Background: an optimization exercise with open tools, aiming at small area, a short achievable clock period and few clock cycles per item. Do not read the settings as production practice.
At most, simulation tests tie the RTL to the original design; equivalence was not proved.

==> v23 <==
==> flow/design.v <==
module isEvenNumber(
	output reg result,
	output reg[1:0] stuckState,
	input wire clock,
	input wire reset,
	input wire go_i,
	input wire[31:0] number
);
localparam STATE_Initial = 2'd0,
			  STATE_1 = 2'd1,
			  STATE_2 = 2'd2,
			  STATE_3 = 2'd3;
reg[1:0] currentState;
reg[1:0] nextState;
reg[31:0] number_reg;
always @ (posedge clock) begin
	if (reset)
		currentState <= STATE_Initial;
	else
		currentState <= nextState;
end
always @ (posedge clock) begin
	if (currentState == STATE_Initial && go_i)
		number_reg <= number;
end
always @ (*) begin
	nextState = currentState;
	stuckState = currentState;
	result = 1'b0;
	case (currentState)
		STATE_Initial: begin
			if (go_i)
				nextState = STATE_1;
		end
		STATE_1: begin
			if (number_reg % 2 == 0) 
				nextState = STATE_2;
			else
				nextState = STATE_3;
		end
		STATE_2: begin
			result = 1'b1;
			nextState = STATE_Initial;
		end
		STATE_3: begin
			result = 1'b0;
			nextState = STATE_Initial;
		end
	endcase
end
endmodule
module isFibonacci(
	output reg result,
	output reg[3:0] stuckState,
	input wire clock,
	input wire reset,
	input wire go_i,
	input wire[31:0] number
);
localparam STATE_Initial = 4'd0,
			  STATE_1 = 4'd1,
			  STATE_2 = 4'd2,
			  STATE_3 = 4'd3,
			  STATE_4 = 4'd4,
			  STATE_5 = 4'd5,
			  STATE_6 = 4'd6,
			  STATE_7 = 4'd7,
			  STATE_8 = 4'd8;
reg[3:0] currentState;
reg[3:0] nextState;
reg[32:0] fib1;
reg[32:0] fib2;
reg[32:0] res;
reg[31:0] number_reg;
always @ (posedge clock) begin
	if (reset)
		currentState <= STATE_Initial;
	else
		currentState <= nextState;
end
always @ (posedge clock) begin
	case (currentState)
		STATE_Initial: begin
			if (go_i)
				number_reg <= number;
		end
		STATE_1: begin
			fib1 <= {33{1'b1}};
			fib2 <= 33'd1;
			res <= 33'd0;
		end
		STATE_3: begin
			res <= fib1 + fib2;
		end
		STATE_4: begin
			fib1 <= fib2;
		end
		STATE_5: begin
			fib2 <= res;
		end
		default: ;
	endcase
end
always @ (*) begin
	nextState = currentState;
	stuckState = currentState;
	result = 1'b0;
	case (currentState)
		STATE_Initial: begin
			if (go_i)
				nextState = STATE_1;
		end
		STATE_1: begin
			nextState = STATE_2;
		end
		STATE_2: begin
			nextState = STATE_3;
		end
		STATE_3: begin
			nextState = STATE_4;
		end
		STATE_4: begin
			nextState = STATE_5;
		end
		STATE_5: begin
			nextState = STATE_6;
		end
		STATE_6: begin
			if (res == {1'b0, number_reg})
				nextState = STATE_7;
			else if (res > {1'b0, number_reg})
				nextState = STATE_8;
			else
				nextState = STATE_2;
		end
		STATE_7: begin
			result = 1'b1;
			nextState = STATE_Initial;
		end
		STATE_8: begin
			result = 1'b0;
			nextState = STATE_Initial;
		end
		default: ;
	endcase
end
endmodule
module isPalindrome(
	output reg result,
	output reg[3:0] stuckState,
	input wire clock,
	input wire reset,
	input wire go_i,
	input wire[31:0] number
);
localparam STATE_Initial = 4'd0,
			  STATE_1 = 4'd1,
			  STATE_2 = 4'd2,
			  STATE_3 = 4'd3,
			  STATE_4 = 4'd4,
			  STATE_5 = 4'd5,
			  STATE_6 = 4'd6,
			  STATE_7 = 4'd7,
			  STATE_8 = 4'd8,	
			  STATE_9 = 4'd9;
reg[3:0] currentState;
reg[3:0] nextState;
reg[31:0] divisor;
wire[31:0] leading;
wire[31:0] trailing;
reg[31:0] number_reg;
assign leading = number_reg / divisor;
assign trailing = number_reg % 10;
always @ (posedge clock) begin
	if (reset)
		currentState <= STATE_Initial;
	else
		currentState <= nextState;
end
always @ (posedge clock) begin
	case (currentState)
		STATE_Initial: begin
			if (go_i)
				number_reg <= number;
		end
		STATE_1: begin
			divisor <= 1;
		end
		STATE_3: begin
			divisor <= divisor * 10;
		end
		STATE_7: begin
			number_reg <= (number_reg % divisor) / 10;
		end
		STATE_8: begin
			divisor <= divisor / 100;
		end
		default: ;
	endcase
end
always @ (*) begin
	nextState = currentState;
	stuckState = currentState;
	result = 1'b0;
	case (currentState)
		STATE_Initial: begin
			if (go_i)
				nextState = STATE_1;
		end
		STATE_1: begin
			nextState = STATE_2;
		end
		STATE_2: begin
			if (leading >= 10)
				nextState = STATE_3;
			else
				nextState = STATE_4;
		end
		STATE_3: begin
			nextState = STATE_2;
		end
		STATE_4: begin
			if (number_reg != 0)
				nextState = STATE_5;
			else
				nextState = STATE_9;
		end
		STATE_5: begin
			if (leading != trailing)
				nextState = STATE_6;
			else
				nextState = STATE_7;
		end
		STATE_6: begin
			result = 0;
			nextState = STATE_Initial;
		end
		STATE_7: begin
			nextState = STATE_8;
		end
		STATE_8: begin
			nextState = STATE_4;
		end
		STATE_9: begin
			result = 1;
			nextState = STATE_Initial;
		end
		default: ;
	endcase
end
endmodule
module numberAnalyzer(isEven, isFibonacci, isPalindrome, stuckStateEven, stuckStateFibonacci, stuckStatePalindrome, inp, reset, go_i, clk);
	output isEven;
	output isFibonacci;
	output isPalindrome;
	output[1:0] stuckStateEven;
	output[3:0] stuckStateFibonacci;
	output[3:0] stuckStatePalindrome;
	input[31:0] inp;
	input reset;
	input go_i;
	input clk;
	wire[1:0] stuckStateEven;
	wire[3:0] stuckStateFibonacci;
	wire[3:0] stuckStatePalindrome;
	isEvenNumber ien(isEven, stuckStateEven, clk, reset, go_i, inp);
	isFibonacci  ifn(isFibonacci, stuckStateFibonacci, clk, reset, go_i, inp);
	isPalindrome ipn(isPalindrome, stuckStatePalindrome, clk, reset, go_i, inp);
endmodule
==> flow/run.sh <==
#!/bin/bash
# synth_recipe.tcl (not shown) runs the flow's synth.tcl, then flattens the netlist and writes it again
# the make line also repeats each setting of config.mk as NAME=value (left out here)
make -C /OpenROAD-flow-scripts/flow DESIGN_CONFIG=/design/flow/config.mk WORK_HOME=/design/flow/orfs CLKGATE_MAP_FILE= SYNTH_SCRIPT=/design/flow/synth_recipe.tcl finish
==> flow/config.mk <==
export PLATFORM = sky130hd
export DESIGN_NAME = numberAnalyzer
export DESIGN_NICKNAME = numberAnalyzer
export VERILOG_FILES = /design/flow/design.v
export SDC_FILE = /design/flow/constraint.sdc
export NUM_CORES = 4
export LEC_CHECK = 0
export CAP_MARGIN = 20
export CORE_MARGIN = 2
export CORE_UTILIZATION = 40
export PLACE_DENSITY = 0.6
export SLEW_MARGIN = 20
==> flow/constraint.sdc <==
create_clock -name core_clock -period 130.0 [get_ports {clk}]
set_input_delay 26.0000 -clock core_clock [delete_from_list [all_inputs] [get_ports {clk}]]
set_output_delay 26.0000 -clock core_clock [all_outputs]
set_load 0.01 [all_outputs]
==> v2 (differences from v23) <==
==> flow/design.v, changed modules only <==
module isEvenNumber(
	output wire result,
	input wire[31:0] number
);
assign result = ~number[0];
endmodule
module isFibonacci(
	output wire result,
	input wire[31:0] number
);
function fib_member(input [31:0] n);
	reg [33:0] a, b, t;
	integer i;
	begin
		fib_member = 1'b0;
		a = 34'd0;
		b = 34'd1;
		for (i = 0; i < 48; i = i + 1) begin
			if ({2'b00, n} == a)
				fib_member = 1'b1;
			t = a + b;
			a = b;
			b = t;
		end
	end
endfunction
assign result = fib_member(number);
endmodule
module isPalindrome(
	output wire result,
	input wire[31:0] number
);
function pal(input [31:0] n);
	reg [71:0] s;
	reg [39:0] d;
	reg sym;
	integer i, j, k;
	begin
		s = {40'd0, n};
		for (i = 0; i < 32; i = i + 1) begin
			for (j = 0; j < 10; j = j + 1)
				if (s[32 + 4 * j +: 4] >= 4'd5)
					s[32 + 4 * j +: 4] = s[32 + 4 * j +: 4] + 4'd3;
			s = s << 1;
		end
		d = s[71:32];
		pal = 1'b1;  
		for (k = 2; k <= 10; k = k + 1) begin
			sym = 1'b1;
			for (i = 0; i < k / 2; i = i + 1)
				if (d[4 * i +: 4] != d[4 * (k - 1 - i) +: 4])
					sym = 1'b0;
			if (d[4 * (k - 1) +: 4] != 4'd0)
				pal = sym;
		end
	end
endfunction
assign result = pal(number);
endmodule
module numberAnalyzer(isEven, isFibonacci, isPalindrome, stuckStateEven, stuckStateFibonacci, stuckStatePalindrome, inp, reset, go_i, clk);
	output isEven;
	output isFibonacci;
	output isPalindrome;
	output[1:0] stuckStateEven;
	output[3:0] stuckStateFibonacci;
	output[3:0] stuckStatePalindrome;
	input[31:0] inp;
	input reset;
	input go_i;
	input clk;
	wire even_w, fib_w, pal_w;
	isEvenNumber ien(even_w, inp);
	isFibonacci  ifn(fib_w, inp);
	isPalindrome ipn(pal_w, inp);
	reg done;
	reg even_r, fib_r, pal_r;
	always @(posedge clk) begin
		done <= ~reset & ~done & go_i;
		even_r <= even_w;
		fib_r <= fib_w;
		pal_r <= pal_w;
	end
	assign isEven = done & even_r;
	assign isFibonacci = done & fib_r;
	assign isPalindrome = done & pal_r;
	assign stuckStateEven = {done, done & ~even_r};
	assign stuckStateFibonacci = {done & ~fib_r, {3{done & fib_r}}};
	assign stuckStatePalindrome = {done & pal_r, {2{done & ~pal_r}}, done & pal_r};
endmodule
==> notes <==
Of v23 and v2, v23 has the higher global-route usage (gap 4.7 points).
Against v23, the flip-flop and latch count of v2 is lower by 202.
In v23 the clock skew is higher than in v2, by 26 ps.
Setup slack: v2 is higher than v23 (41000 ps).
Testbench counts of v23, summed over its fixed seeds: cycles 254,525, items 2,400.
No functional check of the RTL was part of v2.

## what the ideal ports hide
No port has a modelled driver above. Below, the same layouts with a new extraction and two added sets of constraints.
Step 1: set_driving_cell puts a clkbuf_16 on clk and a buf_2 on each other input, an assumption about the parent block.
Step 2 moves the port delays by t, midway between the first and last clock arrival at a register: inputs arrive t later, outputs are due t later. That takes back most of the time a late clock gives input paths.
Three values: ideal ports, drivers, drivers and shift; two values: the first two.
| run | t (ns) | setup slack, ns | worst setup path after step 2 | latest minus earliest clock arrival (ns) |
|---|---|---|---|---|
| v23 | 0.665 | 26.170 / 26.170 / 26.170 | register to register | 0.028 / 0.027 |
| v2 | 0.263 | 66.712 / 66.673 / 66.410 | input to register | 0.004 / 0.004 |
After both steps every run listed still meets setup and hold. For v2, which loses most, drivers alone change the setup slack by -0.039 ns; drivers and shift together by -0.302 ns.
